Background: an optimization exercise with open tools, aiming at small area and a short achievable clock period. Do not read the settings as production practice. In this exercise RTL edits were held to simulation tests only and were not proved equivalent to the original. Power and IR drop assume default switching activity.

== old ==
// neural_predictor
module neural_predictor(input clk, input rst, input current_pc_valid, input [15:0] current_pc,
	input result_valid, input [15:0] result_pc, input result,
	output current_should_jump);
	reg [7:0] history;
	reg [575:0] wt;
	reg [7:0] slot_valid;
	reg [7:0] slot_neg;
	reg [7:0] slot_small;
	reg [2:0] wp;
	reg [2:0] rp;
	reg x0, x1, x2, x3, y0, y1;
	wire [3:0] cnt_next = (!history[0] + !history[1] + !history[2] + !history[3])
	                    + (!history[4] + !history[5] + !history[6] + !result);
	wire ny0 = cnt_next >= 4'd2;
	wire ny1 = cnt_next >= 4'd4;
	wire [3:0] npa = cnt_next - {2'd0, ny0 & ny1, ny0 ^ ny1, 1'b0};
	wire [7:0] cp_oh = 8'd1 << current_pc[2:0];
	wire [7:0] r_oh = 8'd1 << result_pc[2:0];
	wire [7:0] cw [0:8];
	genvar p, k, l;
	generate
		for (k = 0; k < 9; k = k + 1) begin : rd
			wire [7:0] ca [0:8];
			assign ca[0] = 8'd0;
			for (p = 0; p < 8; p = p + 1) begin : o
				assign ca[p+1] = ca[p] | (wt[(p*9+k)*8 +: 8] & {8{cp_oh[p]}});
			end
			assign cw[k] = ca[8];
		end
	endgenerate
	wire [7:0] op [0:8];
	assign op[0] = cw[0];
	generate
		for (k = 1; k < 9; k = k + 1) begin : sel
			assign op[k] = cw[k] ^ {8{~history[k-1]}};
		end
	endgenerate
	wire [11:0] ts, tc;
  ...
Size: roughly 2500 cells after synthesis, ~38 I/O pins, about 0.032 mm2 of cells after synthesis.
==> module neural_predictor, before the edit <==
module neural_predictor(input clk, input rst, input current_pc_valid, input [15:0] current_pc,
	input result_valid, input [15:0] result_pc, input result,
	output current_should_jump);
	reg [7:0] history;
	reg [575:0] wt;
	reg [7:0] slot_valid;
	reg [7:0] slot_neg;
	reg [7:0] slot_small;
	reg [2:0] wp;
	reg [2:0] rp;
	reg x0, x1, x2, x3, y0, y1;
	wire [3:0] cnt_next = (!history[0] + !history[1] + !history[2] + !history[3])
	                    + (!history[4] + !history[5] + !history[6] + !result);
	wire ny0 = cnt_next >= 4'd2;
	wire ny1 = cnt_next >= 4'd4;
	wire [3:0] npa = cnt_next - {2'd0, ny0 & ny1, ny0 ^ ny1, 1'b0};
	wire [7:0] cp_oh = 8'd1 << current_pc[2:0];
	wire [7:0] r_oh = 8'd1 << result_pc[2:0];
	wire [7:0] cw [0:8];
	genvar p, k, l;
	generate
		for (k = 0; k < 9; k = k + 1) begin : rd
			wire [7:0] ca [0:8];
			assign ca[0] = 8'd0;
			for (p = 0; p < 8; p = p + 1) begin : o
				assign ca[p+1] = ca[p] | (wt[(p*9+k)*8 +: 8] & {8{cp_oh[p]}});
			end
			assign cw[k] = ca[8];
		end
	endgenerate
	wire [7:0] op [0:8];
	assign op[0] = cw[0];
	generate
		for (k = 1; k < 9; k = k + 1) begin : sel
			assign op[k] = cw[k] ^ {8{~history[k-1]}};
		end
	endgenerate
	wire [11:0] ts, tc;
	csa_tree tree(op[0], op[1], op[2], op[3], op[4], op[5], op[6], op[7], op[8],
		x0, x1, x2, y0, y1, ts, tc);
	wire [11:0] gg [0:4];
	wire [11:0] pp [0:4];
	assign gg[0] = (ts & tc) | {11'd0, (ts[0] ^ tc[0]) & x3};
	assign pp[0] = ts ^ tc;
	generate
		for (l = 0; l < 4; l = l + 1) begin : ks
			for (k = 0; k < 12; k = k + 1) begin : b
				if (k >= (1 << l)) begin : c
					assign gg[l+1][k] = gg[l][k] | (pp[l][k] & gg[l][k - (1 << l)]);
					assign pp[l+1][k] = pp[l][k] & pp[l][k - (1 << l)];
				end else begin : n
					assign gg[l+1][k] = gg[l][k];
					assign pp[l+1][k] = pp[l][k];
				end
			end
		end
	endgenerate
	wire [11:0] y = pp[0] ^ {gg[4][10:0], x3};
	wire zero = &(pp[0] ~^ {ts[10:0] | tc[10:0], x3});
	assign current_should_jump = ~y[11] & ~zero;
	wire cur_neg = y[11];
	wire cur_small = (y + 12'd28) <= 12'd56;
	wire pop_valid = result_valid & slot_valid[rp];
	wire s_neg = slot_neg[rp];
	wire s_small = slot_small[rp];
	wire train = pop_valid & (s_small | (result ? s_neg : ~s_neg));
	wire [7:0] rw [0:8];   
	wire [7:0] nw [0:8];
	generate
		for (k = 0; k < 9; k = k + 1) begin : upd
			wire [7:0] ra [0:8];
			assign ra[0] = 8'd0;
			for (p = 0; p < 8; p = p + 1) begin : o
				assign ra[p+1] = ra[p] | (wt[(p*9+k)*8 +: 8] & {8{r_oh[p]}});
			end
			assign rw[k] = ra[8];
			assign nw[k] = rst ? 8'd0 : (rw[k] + {{7{~result}}, 1'b1});
		end
		for (p = 0; p < 8; p = p + 1) begin : wr
			for (k = 0; k < 9; k = k + 1) begin : wk
				wire hbit;
				if (k == 0) begin : b
					assign hbit = 1'b1;
				end else begin : h
					assign hbit = history[k-1];
				end
				always @(posedge clk)
					if (rst | (train & r_oh[p] & hbit))
						wt[(p*9+k)*8 +: 8] <= nw[k];
			end
		end
	endgenerate
	always @(posedge clk) begin
		if (rst) begin
			history <= 8'd0;
			{x0, x1, x2, x3, y0, y1} <= 6'b111111;
			slot_valid <= 8'd0;
			wp <= 3'd0;
			rp <= 3'd0;
		end else begin
			if (pop_valid) begin
				history <= {history[6:0], result};
				{x0, x1, x2, x3, y0, y1} <= {npa > 4'd0, npa > 4'd1, npa > 4'd2, npa > 4'd3, ny0, ny1};
			end
			if (current_pc_valid) begin
				slot_valid[wp] <= 1'b1;
				slot_neg[wp] <= cur_neg;
				slot_small[wp] <= cur_small;
				wp <= wp + 3'd1;
			end
			if (result_valid) begin
				slot_valid[rp] <= 1'b0;
				rp <= rp + 3'd1;
			end
		end
	end
endmodule
Settings: LEC_CHECK=0, CAP_MARGIN=20, CORE_MARGIN=2, CORE_UTILIZATION=55, CTS_BUF_LIST=sky130_fd_sc_hd__clkbuf_16, CTS_CLUSTER_DIAMETER=80, CTS_CLUSTER_SIZE=28, PLACE_DENSITY=0.7, SETUP_SLACK_MARGIN=5, SLEW_MARGIN=20; clock period 17.0 ns.
run.sh (not shown) runs the stock make flow with config.mk's settings and CLKGATE_MAP_FILE= SYNTH_SCRIPT=/design/flow/synth_recipe.tcl, a recipe that flattens the netlist after the stock synthesis.
Edits applied to the flow inputs when going from old to new:
-- flow/design.v --
<<< old, line 16
	wire [3:0] npa = cnt_next - {2'd0, ny0 & ny1, ny0 ^ ny1, 1'b0};
	wire [7:0] cp_oh = 8'd1 << current_pc[2:0];
	wire [7:0] r_oh = 8'd1 << result_pc[2:0];
	wire [7:0] cw [0:8];
	genvar p, k, l;
>>> new, line 16
	wire [3:0] npa = cnt_next - {2'd0, ny0 & ny1, ny0 ^ ny1, 1'b0};
	wire [7:0] cp_oh = 8'd1 << current_pc[2:0];
	wire [7:0] r_oh = rst ? 8'd0 : 8'd1 << result_pc[2:0];
	wire [7:0] r_we = rst ? 8'hff : 8'd1 << result_pc[2:0];
	wire [7:0] cw [0:8];
	genvar p, k, l;
<<< old, line 75
			end
			assign rw[k] = ra[8];
			assign nw[k] = rst ? 8'd0 : (rw[k] + {{7{~result}}, 1'b1});
		end
		for (p = 0; p < 8; p = p + 1) begin : wr
>>> new, line 76
			end
			assign rw[k] = ra[8];
			assign nw[k] = rw[k] + {{7{~result & ~rst}}, ~rst};
		end
		for (p = 0; p < 8; p = p + 1) begin : wr
<<< old, line 86
				end
				always @(posedge clk)
					if (rst | (train & r_oh[p] & hbit))
						wt[(p*9+k)*8 +: 8] <= nw[k];
			end
>>> new, line 87
				end
				always @(posedge clk)
					if ((rst | train) & r_we[p] & (rst | hbit))
						wt[(p*9+k)*8 +: 8] <= nw[k];
			end
[summary]
[compare] base=old new=new: register-to-register slack picked up an extra 0.31 ns, non-filler instance count after layout fell 131, worst-path maximum fanout higher, detailed-route via count saw a decrease. Per the comparison of new with old, met2 usage went down; routed wire length went down; cell area after layout went down; net switching fraction of the power went down. [diff] worst-case setup margin in the final layout, new relative to old: improvement. The higher worst IR drop on VDD of new and old is in old.

-- static timing again, ports no longer ideal --
The results above use ideal ports. As a check the final layouts listed here were re-extracted and re-timed, cells and wires unchanged. Step 1, drivers: a clkbuf_16 drives clk and a buf_2 each remaining input, both assumed. Step 2 adds t to the input delays and takes it off the output delays; t is the mean of the earliest and latest rising clock arrival at the registers after step 1. Input paths then give back, and output paths get back, about the clock's delay inside the block. a / b / c = no drivers / after step 1 / after step 2; a / b = the first two.
| run | t (ns) | setup slack, ns | latest minus earliest clock arrival (ns) | worst register clock-pin slew, ns |
|---|---|---|---|---|
| old | 0.655 | 5.086 / 5.036 / 5.036 | 0.025 / 0.025 | 0.11 / 0.11 |
| new | 0.685 | 5.169 / 5.139 / 5.139 | 0.036 / 0.035 | 0.11 / 0.11 |
After both steps every run listed still meets setup and hold. For old, which loses most, drivers alone change the setup slack by -0.050 ns; drivers and shift together by -0.050 ns.
